This is an optimization exercise on Yosys and OpenROAD, whose aim is small area, not a production implementation. The RTL was checked by simulation tests, not by an equivalence proof against the original design. The flow treats the clock pin as an ideal source, which a real chip does not have. No activity file was given, so power comes from the tool's default toggle rates.

==> run G <==
Design dvi_status, start of the top module:
module dvi_status
(
	input clk,               
	input rst,               
	input clk_en,            
	input [31:0] rez1,       
	input [31:0] rez2,       
	input [15:0] freq,       
	input [15:0] elapsed,    
	input  [7:0] mark,
	output [9:0] tmds_red,
	output [9:0] tmds_green,
	output [9:0] tmds_blue
);
	reg rst1, rst2, en1, en2;
	always @(posedge clk) begin
		rst1 <= rst;
		rst2 <= rst1;
		en1 <= clk_en;
		en2 <= en1;
	end
	wire de, hs, vs, first, pix;
	wire [1:0] row;
	vgaout showrez
	(
		.clk(clk),
		.rst(rst2),
		.en(en2),
		.en1(en1),
		.rez1(rez1),
		.rez2(rez2),
		.freq(freq),
		.elapsed(elapsed),
		.mark(mark),
		.de(de),
		.hs(hs),
		.vs(vs),
		.first(first),
		.pix(pix),
		.row(row)
	);
	wire b_ff = pix & ~row[1] & ~row[0];
	wire b_7f = ~pix & ~first;
	wire blank = ~de;
	wire p_neg, z_neg, b_neg;
	tmds_bias_p u21 (.clk(clk), .rst(rst2), .blank(blank), .ff(pix), .neg(p_neg));
	tmds_bias_z u22 (.clk(clk), .rst(rst2), .blank(blank), .neg(z_neg));
	tmds_bias_b u23 (.clk(clk), .rst(rst2), .blank(blank), .ff(b_ff), .f7(b_7f), .neg(b_neg));
	tmds_symbols sym
	(
		.rst(rst2), .de(de), .hs(hs), .vs(vs), .pix(pix), .row(row),
		.b_ff(b_ff), .b_7f(b_7f), .p_neg(p_neg), .z_neg(z_neg), .b_neg(b_neg),
		.tmds_red(tmds_red), .tmds_green(tmds_green), .tmds_blue(tmds_blue)
	);
endmodule
Settings: LEC_CHECK=0, CAP_MARGIN=10, CORE_MARGIN=2, CORE_UTILIZATION=40, CTS_BUF_LIST=sky130_fd_sc_hd__clkbuf_8, PLACE_DENSITY=0.6, SLEW_MARGIN=10; clock period 10.0 ns.
standard.sh (not shown) runs the stock make flow with config.mk's settings and CLKGATE_MAP_FILE= SYNTH_SCRIPT=/design/flow/synth_recipe.tcl, a recipe that flattens the netlist after the stock synthesis.
==> flow/flow/run.sh <==
#!/bin/bash
# Layout flow: the standard layout (standard.sh) with these changes:
#  - synthesis keeps the small modules (aoi3, aoi2, hexnum, seg7, beamdec,
#    tmds_bias_*, tmds_symbols)
#    apart while it maps them, so each is mapped on its own (synth_recipe.tcl
#    still flattens the design at the end; the registers are the standard
#    synthesis's);
#  - no adder extraction before abc (ADDER_MAP_FILE empty): the adder step
#    turns xor/and pairs anywhere into half-adder cells that abc cannot
#    optimise;
#  - ports are buffered with the smallest buffer (buf_1) instead of the
#    resizer's default pick;
#  - right after floorplan, each combinational cell is set to the smallest
#    cell of the same function (repair_design sizes up again where needed);
#  - the clock tree is four clkbuf_8, each driving a quarter of the
#    registers, placed by cts_pre.tcl; clock_tree_synthesis then has nothing
#    left to do.
# Each step's full tool output goes to orfs/logs (ORFS's own logs); make's
# output goes to standard.log in this folder.
set -euo pipefail
here=$(cd "$(dirname "$0")" && pwd)
export SYNTH_KEEP_MODULES="aoi3 aoi2 hexnum seg7 tmds_bias_p tmds_bias_z tmds_bias_b beamdec tmds_symbols"
export ADDER_MAP_FILE=
export BUFFER_PORTS_ARGS="-buffer_cell sky130_fd_sc_hd__buf_1"
export POST_FLOORPLAN_TCL="$here/downsize.tcl"
export PRE_CTS_TCL="$here/cts_pre.tcl"
export CLK_NLEAF=4 CLK_LEAF_CELL=sky130_fd_sc_hd__clkbuf_8
export CTS_ARGS="-clk_nets clk -buf_list sky130_fd_sc_hd__clkbuf_8 -dont_use_dummy_load"
bash standard.sh > standard.log 2>&1
Other scripts of this flow, unchanged in this note and not shown: flow/flow/cts_pre.tcl, flow/flow/downsize.tcl
==> inputs of run H, as changes to run G <==
==> flow/design.v (replaced) <==
module vgaout
(
	input clk,
	input rst,       
	input en,        
	input en1,       
	input [31:0] rez1,
	input [31:0] rez2,
	input [15:0] freq,
	input [15:0] elapsed,
	input  [7:0] mark,
	output de,
	output hs,
	output vs,
	output first,    
	output pix,      
	output [1:0] row
);
reg [9:0] c, d;
function [9:0] inc;
	input [9:0] x;
	input ci;
	integer i;
	reg cy;
	begin
		cy = ci;
		for (i = 0; i < 10; i = i + 1) begin
			inc[i] = x[i] ^ cy;
			cy = cy & x[i];
		end
	end
endfunction
function ge;    
	input [9:0] x;
	input [9:0] k;
	integer i;
	begin
		ge = 1'b1;
		for (i = 0; i < 10; i = i + 1)
			ge = k[i] ? (x[i] & ge) : (x[i] | ge);
	end
endfunction
function le;    
	input [9:0] x;
	input [9:0] k;
	integer i;
	begin
		le = 1'b1;
		for (i = 0; i < 10; i = i + 1)
			le = k[i] ? (~x[i] | le) : (~x[i] & le);
	end
endfunction
wire c_wrap = c[9] & c[8] & c[6] & c[5] & c[3];
wire d_wrap = d[9] & d[4] & d[3] & d[2];
wire nextline = (c == 10'd15);
wire c_load = rst | (en & c_wrap);
wire d_load = rst | (en & nextline & d_wrap);
wire [9:0] c_inc = inc(c, en);
wire [9:0] d_inc = inc(d, en & nextline);
always @(posedge clk) begin
	c <= c_load ? 10'd14 : c_inc;
	d <= d_load ? 10'd15 : d_inc;
end
assign hs = !(ge(c, 10'd15) && le(c, 10'd76));
assign vs = ge(d, 10'd16) && le(d, 10'd21);
assign de = ge(c, 10'd143) && le(c, 10'd862) && ge(d, 10'd46) && le(d, 10'd525);
assign first = (c == 10'd143);
assign row = d[8:7];
wire ld = (c[9:7] == 3'b001) && (c[6:0] != 7'h7f) &&
          !(c[6:0] == 7'h7e && (en1 || en)) &&
          !(c[6:0] == 7'h7d && en1 && en);
wire [31:0] r3 = {elapsed, freq};
wire s_m  = ~d[8] & ~d[7];
wire s_r3 = ~d[8] &  d[7];
wire s_r1 =  d[8] & ~d[7];
wire s_r2 =  d[8] &  d[7];
wire [31:0] src_n;
genvar i;
generate
	for (i = 0; i < 32; i = i + 1) begin : g_src
		if (i == 15) begin : g_h
			aoi3 u (.a(rez1[i]), .sa(s_r1), .b(rez2[i]), .sb(s_r2), .c(mark[i/4]), .sc(~d[8]), .y(src_n[i]));
		end else if (i >= 12 && i < 15) begin : g_hn
			aoi2 u (.a(rez1[i]), .sa(~d[7]), .b(rez2[i]), .sb(d[7]), .y(src_n[i]));
		end else if (i % 4 == 3) begin : g_m
			wire t;
			aoi3 u (.a(rez1[i]), .sa(s_r1), .b(rez2[i]), .sb(s_r2), .c(r3[i]), .sc(s_r3), .y(t));
			assign src_n[i] = t & ~(mark[i/4] & s_m);
		end else begin : g_n
			aoi3 u (.a(rez1[i]), .sa(s_r1), .b(rez2[i]), .sb(s_r2), .c(r3[i]), .sc(~d[8]), .y(src_n[i]));
		end
	end
endgenerate
reg [31:0] rv_n;
always @(posedge clk)
	if (ld)
		rv_n <= src_n;
wire [31:0] rv = ~rv_n;
wire window = c[9] ^ c[8];
wire [2:0] digit = {c[9], c[7:6]};
wire [1:0] x = {c[5], c[4] | c[3]};
wire [2:0] y = {d[6:5], d[4] | d[3]};
reg [3:0] nib;
always @(*)
	case (digit)
	3'd0: nib = rv[31:28];
	3'd1: nib = rv[27:24];
	3'd2: nib = rv[23:20];
	3'd3: nib = rv[19:16];
	3'd4: nib = rv[15:12];
	3'd5: nib = rv[11:8];
	3'd6: nib = rv[7:4];
	default: nib = rv[3:0];
	endcase
wire rezpix;
hexnum digs
(
	.value(nib),
	.x(x),
	.y(y),
	.hide(d[8:7] == 2'b01 && digit == 3'd4),
	.image(rezpix)
);
wire mrow = ge(d, 10'd111) && le(d, 10'd118);
wire mpix = (x != 2'd3) && mrow && nib[3];
assign pix = window && (d[9:7] == 3'b000 ? mpix : (!d[9] && rezpix));
endmodule
module hexnum
(
	input  [3:0] value,
	input  [1:0] x,
	input  [2:0] y,
	input        hide,
	output image
);
reg [6:0] ss;
reg i;
always @(*) begin
	if(hide) ss = 7'b0000000;
	else
	case (value)   
	4'h0: ss = 7'b0111111;
	4'h1: ss = 7'b0000110;
	4'h2: ss = 7'b1011011;
	4'h3: ss = 7'b1001111;
	4'h4: ss = 7'b1100110;
	4'h5: ss = 7'b1101101;
	4'h6: ss = 7'b1111101;
	4'h7: ss = 7'b0000111;
	4'h8: ss = 7'b1111111;
	4'h9: ss = 7'b1101111;
	4'ha: ss = 7'b1110111;
	4'hb: ss = 7'b1111100;
	4'hc: ss = 7'b0111001;
	4'hd: ss = 7'b1011110;
	4'he: ss = 7'b1111001;
	4'hf: ss = 7'b1110001;
	endcase
end
always @(*) begin
	case (y)
	3'd0: case (x)
				2'd0: i = ss[0]|ss[5];
				2'd1: i = ss[0];
				2'd2: i = ss[0]|ss[1];
				default: i = 1'b0;
			endcase
	3'd1: case (x)
				2'd0: i = ss[5];
				2'd2: i = ss[1];
				default: i = 1'b0;
			endcase
	3'd2: case (x)
				2'd0: i = ss[5]|ss[4];
				2'd1: i = ss[6];
				2'd2: i = ss[1]|ss[2];
				default: i = 1'b0;
			endcase
	3'd3: case (x)
				2'd0: i = ss[4];
				2'd2: i = ss[2];
				default: i = 1'b0;
			endcase
	3'd4: case (x)
				2'd0: i = ss[3]|ss[4];
				2'd1: i = ss[3];
				2'd2: i = ss[3]|ss[2];
				default: i = 1'b0;
			endcase
	default: i = 1'b0;
	endcase
end
assign image = i;
endmodule
module aoi3
(
	input a, sa, b, sb, c, sc,
	output y
);
	assign y = ~((a & sa) | (b & sb) | (c & sc));
endmodule
module aoi2
(
	input a, sa, b, sb,
	output y
);
	assign y = ~((a & sa) | (b & sb));
endmodule
module tmds_bias_p
(
	input clk,
	input rst,        
	input blank,
	input ff,         
	output neg        
);
	reg [3:0] k;
	assign neg = k[0];
	reg [3:0] nxt;
	always @(*)
		case (k)
		4'd0: nxt = 4'd1;
		4'd1: nxt = ff ? 4'd7 : 4'd2;
		4'd2: nxt = 4'd3;
		4'd3: nxt = ff ? 4'd0 : 4'd4;
		4'd4: nxt = 4'd5;
		4'd5: nxt = ff ? 4'd2 : 4'd6;
		4'd6: nxt = 4'd7;
		4'd7: nxt = ff ? 4'd4 : 4'd8;
		default: nxt = 4'd0;
		endcase
	always @(posedge clk)
		if (rst || blank) k <= 4'd0;
		else k <= nxt;
endmodule
module tmds_bias_z
(
	input clk,
	input rst,        
	input blank,
	output neg        
);
	reg [3:0] k;
	assign neg = k[0];
	reg [3:0] nxt;
	always @(*)
		case (k)
		4'd0: nxt = 4'd1;
		4'd1: nxt = 4'd2;
		4'd2: nxt = 4'd3;
		4'd3: nxt = 4'd4;
		4'd4: nxt = 4'd5;
		4'd5: nxt = 4'd6;
		4'd6: nxt = 4'd7;
		4'd7: nxt = 4'd8;
		default: nxt = 4'd0;
		endcase
	always @(posedge clk)
		if (rst || blank) k <= 4'd0;
		else k <= nxt;
endmodule
module tmds_bias_b
(
	input clk,
	input rst,        
	input blank,
	input ff,         
	input f7,         
	output neg        
);
	reg [3:0] k;
	assign neg = k[0];
	reg [3:0] nxt;
	always @(*)
		case (k)
		4'd0: nxt = f7 ? 4'd3 : 4'd1;
		4'd1: nxt = ff ? 4'd7 : f7 ? 4'd5 : 4'd2;
		4'd2: nxt = f7 ? 4'd5 : 4'd3;
		4'd3: nxt = ff ? 4'd0 : f7 ? 4'd7 : 4'd4;
		4'd4: nxt = f7 ? 4'd7 : 4'd5;
		4'd5: nxt = ff ? 4'd2 : f7 ? 4'd0 : 4'd6;
		4'd6: nxt = f7 ? 4'd0 : 4'd7;
		4'd7: nxt = ff ? 4'd4 : f7 ? 4'd2 : 4'd8;
		default: nxt = f7 ? 4'd2 : 4'd0;
		endcase
	always @(posedge clk)
		if (rst || blank) k <= 4'd0;
		else k <= nxt;
endmodule
module dvi_status
(
	input clk,               
	input rst,               
	input clk_en,            
	input [31:0] rez1,       
	input [31:0] rez2,       
	input [15:0] freq,       
	input [15:0] elapsed,    
	input  [7:0] mark,
	output [9:0] tmds_red,
	output [9:0] tmds_green,
	output [9:0] tmds_blue
);
	reg rst1, rst2, en1, en2;
	always @(posedge clk) begin
		rst1 <= rst;
		rst2 <= rst1;
		en1 <= clk_en;
		en2 <= en1;
	end
	wire de, hs, vs, first, pix;
	wire [1:0] row;
	vgaout showrez
	(
		.clk(clk),
		.rst(rst2),
		.en(en2),
		.en1(en1),
		.rez1(rez1),
		.rez2(rez2),
		.freq(freq),
		.elapsed(elapsed),
		.mark(mark),
		.de(de),
		.hs(hs),
		.vs(vs),
		.first(first),
		.pix(pix),
		.row(row)
	);
	wire r_ff = pix & row[0];
	wire g_ff = pix & ~(row[1] & row[0]);
	wire b_ff = pix & ~row[1] & ~row[0];
	wire b_7f = ~pix & ~first;
	wire blank = ~de;
	wire p_neg, z_neg, b_neg;
	tmds_bias_p u21 (.clk(clk), .rst(rst2), .blank(blank), .ff(pix), .neg(p_neg));
	tmds_bias_z u22 (.clk(clk), .rst(rst2), .blank(blank), .neg(z_neg));
	tmds_bias_b u23 (.clk(clk), .rst(rst2), .blank(blank), .ff(b_ff), .f7(b_7f), .neg(b_neg));
	wire r_neg = row[0] ? p_neg : z_neg;
	wire g_neg = (row[1] & row[0]) ? z_neg : p_neg;
	wire k = rst2 | blank;
	assign tmds_red   = {k | (r_ff ^ r_neg), k | ~r_ff,
	                     ~k & r_neg, k | r_neg, ~k & r_neg, k | r_neg,
	                     ~k & r_neg, k | r_neg, ~k & r_neg, ~k & r_neg};
	assign tmds_green = {k | (g_ff ^ g_neg), k | ~g_ff,
	                     ~k & g_neg, k | g_neg, ~k & g_neg, k | g_neg,
	                     ~k & g_neg, k | g_neg, ~k & g_neg, ~k & g_neg};
	wire c0 = ~hs;                       
	wire c1 = ~vs;                       
	wire b_00 = ~b_ff & ~b_7f;
	wire b9 = blank ? ~(c1 ^ c0) : (b_neg ^ ~b_00);
	wire b8 = blank ? ~c0 : b_00;
	wire b7 = blank ? c0 : (b_neg ^ b_7f);
	wire bo = blank ? c0 : b_neg;        
	wire be = blank ? ~c0 : b_neg;       
	assign tmds_blue = {b9 | rst2, b8 | rst2, b7 & ~rst2, be | rst2, bo & ~rst2, be | rst2,
	                    bo & ~rst2, be | rst2, bo & ~rst2, bo & ~rst2};
endmodule
==> flow/flow/run.sh (replaced) <==
#!/bin/bash
# Layout flow: the standard layout (standard.sh) with these changes:
#  - synthesis keeps the small modules (aoi3, aoi2, hexnum, tmds_bias_*)
#    apart while it maps
#    them, so each is mapped on its own (synth_recipe.tcl still flattens the
#    design at the end; the registers are the standard synthesis's);
#  - ports are buffered with the smallest buffer (buf_1) instead of the
#    resizer's default pick;
#  - right after floorplan, each combinational cell is set to the smallest
#    cell of the same function (repair_design sizes up again where needed);
#  - the clock tree is four clkbuf_8, each driving a quarter of the
#    registers, placed by cts_pre.tcl; clock_tree_synthesis then has nothing
#    left to do.
# Each step's full tool output goes to orfs/logs (ORFS's own logs); make's
# output goes to standard.log in this folder.
set -euo pipefail
here=$(cd "$(dirname "$0")" && pwd)
export SYNTH_KEEP_MODULES="aoi3 aoi2 hexnum tmds_bias_p tmds_bias_z tmds_bias_b"
export BUFFER_PORTS_ARGS="-buffer_cell sky130_fd_sc_hd__buf_1"
export POST_FLOORPLAN_TCL="$here/downsize.tcl"
export PRE_CTS_TCL="$here/cts_pre.tcl"
export CLK_NLEAF=4 CLK_LEAF_CELL=sky130_fd_sc_hd__clkbuf_8
export CTS_ARGS="-clk_nets clk -buf_list sky130_fd_sc_hd__clkbuf_8 -dont_use_dummy_load"
bash standard.sh > standard.log 2>&1
==> results.txt <==
Net Count, Synth 543; outcome no timing/DRC/antenna violations; slowest stage delay, CP 0.88 ns; Syn Inst Count 408; NumNets Final approximately 660; row count 37; DP HPWL 7445 µm; WL/cell 14.95 µm; GR Util met3 0.01042; cell-internal power 359.1 µW; most frequent cells in the layout 132 x buf_1, 36 x dfxtp_1, 32 x edfxtp_1, 29 x a222oi_1, 28 x ha_1; met3 wire length around 540 µm; mux cell area share after synthesis 0.02261
Source of the figures above: run H

==> results.txt <==
mux cell area share after synthesis 0.01480; GR Util met3 0.01248; DP HPWL approximately 7400 µm; Syn Inst Count 414; row count 36; met3 wire length 570 µm; Net Count, Synth 521; slowest stage delay, CP about 0.62 ns; most frequent cells in the layout 132 x buf_1, 37 x a222oi_1, 36 x dfxtp_1, 32 x edfxtp_1; Top Registers showrez.rv_n (32), showrez.c (10), showrez.d (10); WL/cell 15.22 µm; NumNets Final ~630; R2R Path End u23.k[2]; outcome no timing/DRC/antenna violations
Source of the figures above: run G

==> afterwards: timing with drivers on the ports <==
In the flow no input, the clock included, has a driving cell. The finished layouts below were timed again as built, in two steps. Step 1 (the two cells are an assumption about what drives the block):
set clk [get_ports {clk}]
set_driving_cell -lib_cell sky130_fd_sc_hd__clkbuf_16 $clk
set_driving_cell -lib_cell sky130_fd_sc_hd__buf_2 [delete_from_list [all_inputs] $clk]
Step 2 also shifts input and output timing later by t, the mid clock arrival at the registers, as if the neighbouring blocks saw the same clock. Three values: no drivers, after step 1, after step 2; two values: the first two.
run	t (ns)	setup WS [ns]	hold WS [ns]	worst data-port slew with drivers (ns)	cell pins on the clock port's net
run G	0.227	3.636 / 3.570 / 3.797	0.346 / 0.346 / 0.346	0.05	4
run H	0.217	2.437 / 2.376 / 2.593	0.340 / 0.340 / 0.340	0.04	4
After both steps setup and hold are still met in every run listed.
